Source: an optimization exercise on an open RTL-to-GDS flow (aim: small area, a short achievable clock period and few clock cycles). Production flows keep margins and buffers that such runs may drop.
Only simulation tests tie the RTL to the original design; equivalence was not proved.
Power is estimated from default activity; no workload was simulated.

## Tresholding
module Tresholding(Go, P_Addr, P_Data, B_Addr, I_RW, I_En, O_RW, O_En, Done, T_Out, Clk, Rst);
Size in the first run: ~700 flip-flops, about 22000 um^2 of cells after synthesis.
export LEC_CHECK = 0
export CAP_MARGIN = 20
export CORE_MARGIN = 2
export CORE_UTILIZATION = 40
export CTS_BUF_LIST = sky130_fd_sc_hd__clkbuf_8
export SETUP_SLACK_MARGIN = 5
export SLEW_MARGIN = 20
create_clock -name core_clock -period 8.0 [get_ports {Clk}]
standard.sh (not shown) runs the stock make flow with config.mk's settings and CLKGATE_MAP_FILE= SYNTH_SCRIPT=/design/flow/synth_recipe.tcl, a recipe that flattens the netlist after the stock synthesis.
==> flow/flow/run.sh <==
#!/bin/bash
# The standard layout, with ORFS's timing repair aiming at a larger setup
# margin and a clock tree without dummy loads.
bash standard.sh SETUP_SLACK_MARGIN=5.25 "CTS_ARGS=-sink_clustering_enable -repair_clock_nets -dont_use_dummy_load -buf_list sky130_fd_sc_hd__clkbuf_8 -sink_clustering_size 16 -sink_clustering_max_diameter 80 -root_buf sky130_fd_sc_hd__clkbuf_16" finish > standard.log 2>&1
Testbench counts at the start, summed over its fixed seeds: cycles 322,665.
Rerun with:
==> flow/flow/run.sh (replaced) <==
#!/bin/bash
# The standard layout, with ORFS's timing repair aiming at a larger setup
# margin and a clock tree without dummy loads.
bash standard.sh SETUP_SLACK_MARGIN=5.4 "CTS_ARGS=-sink_clustering_enable -repair_clock_nets -dont_use_dummy_load -buf_list sky130_fd_sc_hd__clkbuf_8 -sink_clustering_size 16 -sink_clustering_max_diameter 80 -root_buf sky130_fd_sc_hd__clkbuf_16" finish > standard.log 2>&1
- CORE_UTILIZATION: 40 -> 55
- PLACE_DENSITY: not set -> 0.75
What happened: Cell count goes down by a little under a tenth. Utilization goes up by 18 points. Critical path depth is unchanged. Total power goes up by a few percent.
Rerun with:
==> flow/flow/run.sh (replaced) <==
#!/bin/bash
# The standard layout, with ORFS's timing repair aiming at a larger setup
# margin and a clock tree without dummy loads.
bash standard.sh SETUP_SLACK_MARGIN=5.3 "CTS_ARGS=-sink_clustering_enable -repair_clock_nets -dont_use_dummy_load -buf_list sky130_fd_sc_hd__clkbuf_8 -sink_clustering_size 12 -sink_clustering_max_diameter 60 -root_buf sky130_fd_sc_hd__clkbuf_16" finish > standard.log 2>&1
- CORE_UTILIZATION: 55 -> 40
- PLACE_DENSITY: 0.75 -> not set
What happened: The changed run completed without violations. Die area climbs by 37%. Routed wire length is lower by about 1.6%. Flip-flop and latch count stays the same. Critical path depth rose by 10. Area after synthesis does not change. Sequential share of layout area barely changes. Maximum frequency climbs by about 1.3%. Final area is about the same. Clock-buffer cell count went up by 21. Sequential power is about the same.
Rerun with:
==> flow/flow/run.sh (replaced) <==
#!/bin/bash
# The standard layout, with ORFS's timing repair aiming at a larger setup
# margin and a clock tree without dummy loads.
bash standard.sh SETUP_SLACK_MARGIN=5.2 "CTS_ARGS=-sink_clustering_enable -repair_clock_nets -dont_use_dummy_load -buf_list sky130_fd_sc_hd__clkbuf_8 -sink_clustering_size 16 -sink_clustering_max_diameter 80 -root_buf sky130_fd_sc_hd__clkbuf_16" finish > standard.log 2>&1
Combinational power hardly moves.
Setup slack loses 100 ps.
Clock-buffer cell count drops by 21.


## wip/quartz
The RTL this note starts from:
==> flow/design.v <==
`timescale 1 ns/1 ns
module Tresholding(Go, P_Addr, P_Data, B_Addr, I_RW, I_En, O_RW, O_En, Done, T_Out, Clk, Rst);
	input Go;
	input [7:0] P_Data;
	output reg [16:0] P_Addr, B_Addr;
	output [7:0] T_Out;
	output I_RW, O_RW;
	output reg I_En, O_En, Done;
	input Clk, Rst;
	localparam K  = 8;           
	localparam L  = K + 4;       
	localparam NS = 320 / K;     
	localparam RW = 4;             
	assign I_RW = 1'b0;
	assign O_RW = 1'b1;
	reg         busy;            
	reg         run;             
	reg [RW-1:0] r;              
	reg [7:0]   cc;              
	reg [5:0]   s;               
	wire start   = Go & (~busy | Done);
	wire r_last  = (r == L-1);
	wire s_last  = (s == NS-1);
	wire c_end   = s_last ? (cc == 8'd241) : (cc == 8'd239);
	wire f_last  = r_last & s_last & (cc == 8'd241);
	wire rd_ok   = run & (cc < 8'd240) & ~((s == 0) & (r < 2)) & ~(s_last & (r >= L-2));
	wire ov      = run & (r >= 4) & ((cc >= 8'd2) | (s != 0));
	wire [1:0] otype = ~ov ? 2'd0 : ~r_last ? 2'd1 :
	                   ((cc == 8'd1) | (cc == 8'd241)) ? 2'd3 : 2'd2;
	always @(posedge Clk) begin
		if (Rst) begin
			busy <= 1'b0;
			run  <= 1'b0;
		end else begin
			if (start) begin
				busy <= 1'b1;
				run  <= 1'b1;
			end else begin
				if (Done) busy <= 1'b0;
				if (f_last) run <= 1'b0;
			end
		end
	end
	always @(posedge Clk) begin
		if (start) begin
			r  <= 0;
			cc <= 0;
			s  <= 0;
		end else if (run) begin
			if (r_last) begin
				r <= 0;
				if (c_end) begin
					cc <= 0;
					s  <= s + 1'b1;
				end else
					cc <= cc + 1'b1;
			end else
				r <= r + 1'b1;
		end
	end
	reg p_r0, p_c0;                  
	always @(posedge Clk) begin
		if (start) begin
			p_r0 <= 1'b1;
			p_c0 <= 1'b1;
		end else if (run) begin
			p_r0 <= r_last;
			p_c0 <= r_last & c_end;
		end
	end
	always @(posedge Clk) begin
		if (start)
			P_Addr <= 17'd479;
		else if (~p_r0)
			P_Addr <= P_Addr + 17'd240;
		else if (~p_c0)
			P_Addr <= P_Addr - (17'd240*(L-1) - 17'd1);
		else
			P_Addr <= P_Addr - 17'd959;
	end
	reg       rv, rvd;
	reg [3:0] m1, m2, m3;            
	reg [1:0] ot1, ot2, ot3, ot4, ot5, ot6, ot7;
	always @(posedge Clk) begin
		if (Rst) begin
			I_En <= 1'b0;
			rv   <= 1'b0;
			rvd  <= 1'b0;
			ot1 <= 0; ot2 <= 0; ot3 <= 0; ot4 <= 0; ot5 <= 0; ot6 <= 0;
			O_En <= 1'b0;
			Done <= 1'b0;
		end else begin
			I_En <= rd_ok;
			rv   <= I_En;
			rvd  <= rv;
			ot1  <= otype;
			ot2  <= ot1;
			ot3  <= ot2;
			ot4  <= ot3;
			ot5  <= ot4;
			ot6  <= ot5;
			O_En <= (ot6 != 2'd0);
			Done <= (ot6 == 2'd3) & ~run;
		end
	end
	always @(posedge Clk) begin
		m1 <= {(cc == 8'd0) | (cc == 8'd1), (cc == 8'd1), (cc == 8'd2), (cc == 8'd2) | (cc == 8'd3)};
		m2 <= m1;
		m3 <= m2;
		ot7 <= ot6;
	end
	always @(posedge Clk) begin
		if (start)
			B_Addr <= 17'd0;
		else if (O_En) begin
			if (ot7 == 2'd1)
				B_Addr <= B_Addr + 17'd240;
			else if (ot7 == 2'd2)
				B_Addr <= B_Addr - (17'd240*(K-1) - 17'd1);
			else
				B_Addr <= B_Addr + 17'd1;
		end
	end
	localparam N = 4*L;
	reg [7:0] sr [0:N-1];
	reg [7:0] pd;                    
	wire [7:0] din = rvd ? pd : 8'd0;
	integer i;
	always @(posedge Clk) begin
		pd    <= P_Data;
		sr[0] <= din;
		for (i = 1; i < N; i = i + 1)
			sr[i] <= sr[i-1];
	end
	wire [7:0] x4 = m3[3] ? 8'd0 : din;
	wire [7:0] x3 = m3[2] ? 8'd0 : sr[L-1];
	wire [7:0] x2 = sr[2*L-1];
	wire [7:0] x1 = m3[1] ? 8'd0 : sr[3*L-1];
	wire [7:0] x0 = m3[0] ? 8'd0 : sr[4*L-1];
	reg [8:0]  a04, a13;
	reg [10:0] c7;
	always @(posedge Clk) begin
		a04 <= x0 + x4;
		a13 <= x1 + x3;
		c7  <= {x2, 3'b000} - x2;
	end
	wire [7:0] c2 = sr[2*L];         
	reg [12:0] G;
	reg [16:0] X3;
	always @(posedge Clk) begin
		G   <= a04 + {a13, 2'b00} + c7;
		X3  <= {~c2, 8'd0} + {~c2, 3'd0} - {a13, 1'b0} - 17'd2040;
	end
	wire [7:0] c3 = sr[2*L+1];       
	reg [12:0] H0;
	reg [14:0] H1;
	reg [16:0] H3;
	always @(posedge Clk) begin
		H0 <= G;
		H1 <= {G, 2'b00} - {c3, 1'b0};
		H3 <= {G, 3'b000} - G + X3;
	end
	reg [12:0] Q1;
	reg [14:0] Q2;
	reg [16:0] Q3, Q4;
	wire [17:0] acc = Q4 + H0;
	reg  t;
	always @(posedge Clk) begin
		Q1 <= H0;
		Q2 <= Q1 + H1;
		Q3 <= Q2 + H3;
		Q4 <= Q3 + H1;
		t  <= acc[17] | acc[16];
	end
	assign T_Out = {8{t}};
endmodule
==> flow/config.mk <==
export PLATFORM = sky130hd
export DESIGN_NAME = Tresholding
export DESIGN_NICKNAME = Tresholding
export VERILOG_FILES = /design/flow/design.v
export SDC_FILE = /design/flow/constraint.sdc
export NUM_CORES = 4
export LEC_CHECK = 0
export ABC_AREA = 1
export CAP_MARGIN = 20
export CORE_MARGIN = 2
export CORE_UTILIZATION = 40
export CTS_BUF_LIST = sky130_fd_sc_hd__clkbuf_8
export SETUP_SLACK_MARGIN = 5
export SLEW_MARGIN = 20
==> flow/constraint.sdc <==
create_clock -name core_clock -period 8.0 [get_ports {Clk}]
set_input_delay 1.6000 -clock core_clock [delete_from_list [all_inputs] [get_ports {Clk}]]
set_output_delay 1.6000 -clock core_clock [all_outputs]
set_load 0.01 [all_outputs]
==> flow/flow/run.sh <==
#!/bin/bash
# The standard layout, with ORFS's timing repair aiming at a larger setup
# margin and a clock tree without dummy loads.
bash standard.sh SETUP_SLACK_MARGIN=5.4 "CTS_ARGS=-sink_clustering_enable -repair_clock_nets -dont_use_dummy_load -buf_list sky130_fd_sc_hd__clkbuf_8 -sink_clustering_size 16 -sink_clustering_max_diameter 80" finish > standard.log 2>&1
Testbench counts of wip/quartz, summed over its fixed seeds: cycles 345,693.
Input-level comparison between wip/amber and wip/quartz:
Settings: ABC_AREA: 1 -> unset.
==> flow/flow/run.sh <==
#!/bin/bash
# The standard layout, with ORFS's timing repair aiming at a larger setup
# margin and a clock tree without dummy loads.
bash standard.sh SETUP_SLACK_MARGIN=5.4 "CTS_ARGS=-sink_clustering_enable -repair_clock_nets -dont_use_dummy_load -buf_list sky130_fd_sc_hd__clkbuf_8 -sink_clustering_size 16 -sink_clustering_max_diameter 80 -root_buf sky130_fd_sc_hd__clkbuf_16" finish > standard.log 2>&1
### Flow results
Between wip/amber and wip/quartz, the overall power after layout figures differ only marginally. Total via count in the routed design, wip/amber vs wip/quartz: down by more than 10%. wip/quartz → wip/amber: cell area after technology mapping went down 690 µm²; non-clock buffer count went up about 19%; synthesized-area fraction occupied by and/or/nand/nor cells went down 2.6 points.
### wip/amber -> wip/umber
==> flow/flow/run.sh <==
#!/bin/bash
# The standard layout, with ORFS's timing repair aiming at a larger setup
# margin and a clock tree without dummy loads.
bash standard.sh SETUP_SLACK_MARGIN=5.4 "CTS_ARGS=-sink_clustering_enable -repair_clock_nets -dont_use_dummy_load -root_buf sky130_fd_sc_hd__clkbuf_16 -buf_list sky130_fd_sc_hd__clkbuf_16 -sink_clustering_size 24 -sink_clustering_max_diameter 80" finish > standard.log 2>&1
## What came out
wip/umber vs wip/amber, part of the power in the clock network went up by 3.0 points. Summary of wip/umber over wip/amber: number of global-route vias before repair shows a reduction of 97, fraction of the cycle the final worst path needs shows no meaningful change, length of routed met2 wiring shows no meaningful change.

port drivers added, routing unchanged:
How much do the figures lean on ideal ports? The routed layouts below were timed once more, with nothing changed but the port constraints.
Step 1 sets driving cells, clkbuf_16 on the clock port and buf_2 on the other inputs (assumed; they add their load-dependent delay and slew).
Step 2, shift: input delay + t, output delay - t, t = (earliest + latest rising clock arrival at the registers) / 2. This alone moves slack from input paths to output paths.
Slacks: ideal / step 1 / step 2; pairs: ideal / step 1.
| run | t, ns | setup WS [ns] | worst setup path after step 2 |
|---|---|---|---|
| the first run of note 1 | 0.583 | 5.308 / 5.253 / 4.769 | input to register |
| the second run of note 1 | 0.587 | 5.319 / 5.267 / 4.799 | input to register |
| the third run of note 1 | 0.597 | 5.352 / 5.298 / 4.815 | input to register |
| the fourth run of note 1 | 0.584 | 5.250 / 5.195 / 4.772 | input to register |
| wip/quartz | 0.652 | 5.256 / 5.209 / 4.850 | input to register |
| wip/amber | 0.593 | 5.318 / 5.259 / 4.906 | input to register |
| wip/umber | 0.605 | 5.316 / 5.258 / 4.889 | input to register |
After both steps setup and hold are still met in every run listed. The setup slack of the first run of note 1, which loses most, moves by -0.055 ns with the drivers and by -0.539 ns with both steps.
